This is an optimization exercise on Yosys and OpenROAD, whose aim is small area and a short achievable clock period, not a production implementation.
The RTL was checked by simulation tests, not by an equivalence proof against the original design.
Power figures rest on the tool's default switching activity, not on a simulated workload.

// Core
module Core(
  input         clock,
  input         reset,
  output [31:0] io_imem_addr,
  input  [31:0] io_imem_inst,
  output [31:0] io_dmem_addr,
  input  [31:0] io_dmem_rdata,
  output        io_dmem_wen,
  output [31:0] io_dmem_wdata,
  output        io_exit
);
  wire [31:0] inst = io_imem_inst;
  wire [6:0]  opc  = inst[6:0];
  wire [2:0]  f3   = inst[14:12];
  wire [4:0]  rd   = inst[11:7];
  wire [4:0]  rs1  = inst[19:15];
  wire [4:0]  rs2  = inst[24:20];
  reg  [31:0] pc;
  wire is_lui   = opc == 7'b0110111;
  wire is_auipc = opc == 7'b0010111;
  wire is_jal   = opc == 7'b1101111;
  wire is_jalr  = opc == 7'b1100111;
  wire is_br    = opc == 7'b1100011;
  wire is_lw    = opc == 7'b0000011;
  wire is_sw    = opc == 7'b0100011;
  wire is_opi   = opc == 7'b0010011;
  wire is_op    = opc == 7'b0110011;
  wire is_alu   = is_op | is_opi;
  wire [31:0] wd;
  wire        we = is_lui | is_auipc | is_jal | is_jalr | is_lw | is_alu;
  wire [31:0] sel1, sel2, wsel;
  genvar gi, gb;
  generate
    for (gi = 0; gi < 32; gi = gi + 1) begin : g_dec
      assign sel1[gi] = rs1 == gi;
      assign sel2[gi] = rs2 == gi;
      assign wsel[gi] = we & (rd == gi);
    end
  endgenerate
  wire [31:0] rf_q [0:31];
  assign rf_q[0] = 32'h0;
  generate
    for (gi = 1; gi < 32; gi = gi + 1) begin : g_rf
      reg  [31:0] r;
      wire [31:0] d;
      wire        wen  = wsel[gi];
      wire        wenb = ~wsel[gi];
      for (gb = 0; gb < 32; gb = gb + 1) begin : g_bit
        c_a22o u_h (.a1(wen), .a2(wd[gb]), .b1(wenb), .b2(r[gb]), .x(d[gb]));
      end
      always @(posedge clock) r <= d;
      assign rf_q[gi] = r;
    end
  endgenerate
  wire [31:0] rs1_v, rs2_v, rs1_n;
  generate
    for (gb = 0; gb < 32; gb = gb + 1) begin : g_rd
      wire [10:0] t1, t2;
      for (gi = 0; gi < 11; gi = gi + 1) begin : g_grp
        if (gi < 10) begin : g3
          c_aoi222 u1 (.a1(sel1[3*gi+1]), .a2(rf_q[3*gi+1][gb]), .b1(sel1[3*gi+2]), .b2(rf_q[3*gi+2][gb]),
                       .c1(sel1[3*gi+3]), .c2(rf_q[3*gi+3][gb]), .y(t1[gi]));
          c_aoi222 u2 (.a1(sel2[3*gi+1]), .a2(rf_q[3*gi+1][gb]), .b1(sel2[3*gi+2]), .b2(rf_q[3*gi+2][gb]),
  ...
Size: roughly 4800 cells after synthesis, ~160 I/O pins, about 50000 um2 of cells after synthesis.
clock: 11.0 ns
lec_check: 0
cap_margin: 20
cell_pad_in_sites_detail_placement: 1
cell_pad_in_sites_global_placement: 2
core_margin: 2
core_utilization: 40
place_density: 0.5
setup_slack_margin: 3.0
slew_margin: 20
synth_hierarchical: 1
standard.sh (not shown) runs the stock make flow with config.mk's settings and CLKGATE_MAP_FILE= SYNTH_SCRIPT=/design/flow/synth_recipe.tcl, a recipe that flattens the netlist after the stock synthesis.
==> flow/flow/run.sh <==
#!/bin/bash
# Own layout flow: the standard synthesis unchanged, then the standard ORFS
# layout with these changes: ports are buffered with buf_4 instead of the
# buffer_ports default, timing repair may resize across cell footprints, and
# clock tree synthesis inserts no dummy load cells.
set -euo pipefail
bash standard.sh synth > synth.log 2>&1
bash standard.sh MATCH_CELL_FOOTPRINT=0 \
  "BUFFER_PORTS_ARGS=-buffer_cell sky130_fd_sc_hd__buf_4" \
  "CTS_ARGS=-sink_clustering_enable -repair_clock_nets -dont_use_dummy_load -buf_list sky130_fd_sc_hd__clkbuf_8" \
  finish > layout.log 2>&1
==> next run, changes <==
--- a/flow/design.v
+++ b/flow/design.v
@@ -25,18 +25,36 @@
   wire is_sw    = opc == 7'b0100011;
   wire is_opi   = opc == 7'b0010011;
   wire is_op    = opc == 7'b0110011;
   wire is_alu   = is_op | is_opi;
   wire [31:0] wd;
   wire        we = is_lui | is_auipc | is_jal | is_jalr | is_lw | is_alu;
-  wire [31:0] sel1, sel2, wsel;
+  wire [31:0] sel1, sel2, wsel;       
+  wire [31:0] sel1l, sel2l;            
+  wire [3:0] pa1n, pa2n;
+  wire [7:0] pb1n, pb2n;
+  genvar gj;
+  generate
+    for (gj = 0; gj < 4; gj = gj + 1) begin : g_pa
+      assign pa1n[gj] = ~(rs1[1:0] == gj);
+      assign pa2n[gj] = ~(rs2[1:0] == gj);
+    end
+    for (gj = 0; gj < 8; gj = gj + 1) begin : g_pb
+      assign pb1n[gj] = ~(rs1[4:2] == gj);
+      assign pb2n[gj] = ~(rs2[4:2] == gj);
+    end
+    for (gj = 0; gj < 32; gj = gj + 1) begin : g_sel
+      c_nor2 s1h (.a(pa1n[gj % 4]), .b(pb1n[gj / 4]), .y(sel1[gj]));
+      c_nor2 s1l (.a(pa1n[gj % 4]), .b(pb1n[gj / 4]), .y(sel1l[gj]));
+      c_nor2 s2h (.a(pa2n[gj % 4]), .b(pb2n[gj / 4]), .y(sel2[gj]));
+      c_nor2 s2l (.a(pa2n[gj % 4]), .b(pb2n[gj / 4]), .y(sel2l[gj]));
+    end
+  endgenerate
   genvar gi, gb;
   generate
     for (gi = 0; gi < 32; gi = gi + 1) begin : g_dec
-      assign sel1[gi] = rs1 == gi;
-      assign sel2[gi] = rs2 == gi;
       assign wsel[gi] = we & (rd == gi);
     end
   endgenerate
   wire [31:0] rf_q [0:31];
   assign rf_q[0] = 32'h0;
   generate
@@ -52,30 +70,32 @@
       assign rf_q[gi] = r;
     end
   endgenerate
   wire [31:0] rs1_v, rs2_v, rs1_n;
   generate
     for (gb = 0; gb < 32; gb = gb + 1) begin : g_rd
+      wire [31:0] q1 = gb < 16 ? sel1l : sel1;
+      wire [31:0] q2 = gb < 16 ? sel2l : sel2;
       wire [10:0] t1, t2;
       for (gi = 0; gi < 11; gi = gi + 1) begin : g_grp
         if (gi < 10) begin : g3
-          c_aoi222 u1 (.a1(sel1[3*gi+1]), .a2(rf_q[3*gi+1][gb]), .b1(sel1[3*gi+2]), .b2(rf_q[3*gi+2][gb]),
-                       .c1(sel1[3*gi+3]), .c2(rf_q[3*gi+3][gb]), .y(t1[gi]));
-          c_aoi222 u2 (.a1(sel2[3*gi+1]), .a2(rf_q[3*gi+1][gb]), .b1(sel2[3*gi+2]), .b2(rf_q[3*gi+2][gb]),
-                       .c1(sel2[3*gi+3]), .c2(rf_q[3*gi+3][gb]), .y(t2[gi]));
+          c_aoi222 u1 (.a1(q1[3*gi+1]), .a2(rf_q[3*gi+1][gb]), .b1(q1[3*gi+2]), .b2(rf_q[3*gi+2][gb]),
+                       .c1(q1[3*gi+3]), .c2(rf_q[3*gi+3][gb]), .y(t1[gi]));
+          c_aoi222 u2 (.a1(q2[3*gi+1]), .a2(rf_q[3*gi+1][gb]), .b1(q2[3*gi+2]), .b2(rf_q[3*gi+2][gb]),
+                       .c1(q2[3*gi+3]), .c2(rf_q[3*gi+3][gb]), .y(t2[gi]));
         end else begin : g1
-          assign t1[gi] = ~(sel1[31] & rf_q[31][gb]);
-          assign t2[gi] = ~(sel2[31] & rf_q[31][gb]);
+          assign t1[gi] = ~(q1[31] & rf_q[31][gb]);
+          assign t2[gi] = ~(q2[31] & rf_q[31][gb]);
         end
       end
       wire [2:0] u1, u2;
       wire       v1n, v2n;
       c_nand4 n10 (.a(t1[0]), .b(t1[1]), .c(t1[2]), .d(t1[3]), .y(u1[0]));
       c_nand4 n11 (.a(t1[4]), .b(t1[5]), .c(t1[6]), .d(t1[7]), .y(u1[1]));
       c_nand3 n12 (.a(t1[8]), .b(t1[9]), .c(t1[10]), .y(u1[2]));
-      assign v1n = ~(u1[0] | u1[1] | u1[2]);
+      c_nor3  n13 (.a(u1[0]), .b(u1[1]), .c(u1[2]), .y(v1n));
       c_nand4 n20 (.a(t2[0]), .b(t2[1]), .c(t2[2]), .d(t2[3]), .y(u2[0]));
       c_nand4 n21 (.a(t2[4]), .b(t2[5]), .c(t2[6]), .d(t2[7]), .y(u2[1]));
       c_nand3 n22 (.a(t2[8]), .b(t2[9]), .c(t2[10]), .y(u2[2]));
       assign v2n = ~(u2[0] | u2[1] | u2[2]);
       assign rs1_n[gb] = v1n;
       assign rs1_v[gb] = ~v1n;
@@ -320,6 +340,9 @@
 module c_a21o(input a1, input a2, input b1, output x);
   assign x = (a1 & a2) | b1;
 endmodule
 module c_xor2(input a, input b, output y);
   assign y = a ^ b;
 endmodule
+module c_nor3(input a, input b, input c, output y);
+  assign y = ~(a | b | c);
+endmodule
After rerunning: Cell count is lower by 1.2%. Maximum frequency rises by 4.6%. Clock power hardly moves. Power shrinks by 4.0%. Count of clock-buffer cells in the layout decreases by 2. Sequential power came out lower by about 1%. Clock skew decreases by 0.0039 ns. Final area fell by 1.2%.

-- separate check: timing with driven ports --
The flow's constraints put no driver on any port. The routed layouts listed below were extracted and timed again, unchanged, in two steps. Step 1 assumes that a clkbuf_16 drives the clock port and a buf_2 every other input. Step 2 moves the port delays by t, midway between the first and last clock arrival at a register: inputs arrive t later, outputs are due t later. That takes back most of the time a late clock gives input paths. Slacks: no drivers / after step 1 / after step 2; pairs: no drivers / after step 1.
| run | t, ns | setup slack, ns | worst register clock-pin slew, ns |
|---|---|---|---|
| the first run | 0.960 | 2.160 / 2.004 / 1.947 | 0.08 / 0.08 |
| the second run | 0.986 | 2.551 / 2.351 / 1.904 | 0.07 / 0.07 |
After both steps every run listed still meets setup and hold. The setup slack of the second run, which loses most, moves by -0.200 ns with the drivers and by -0.647 ns with both steps.
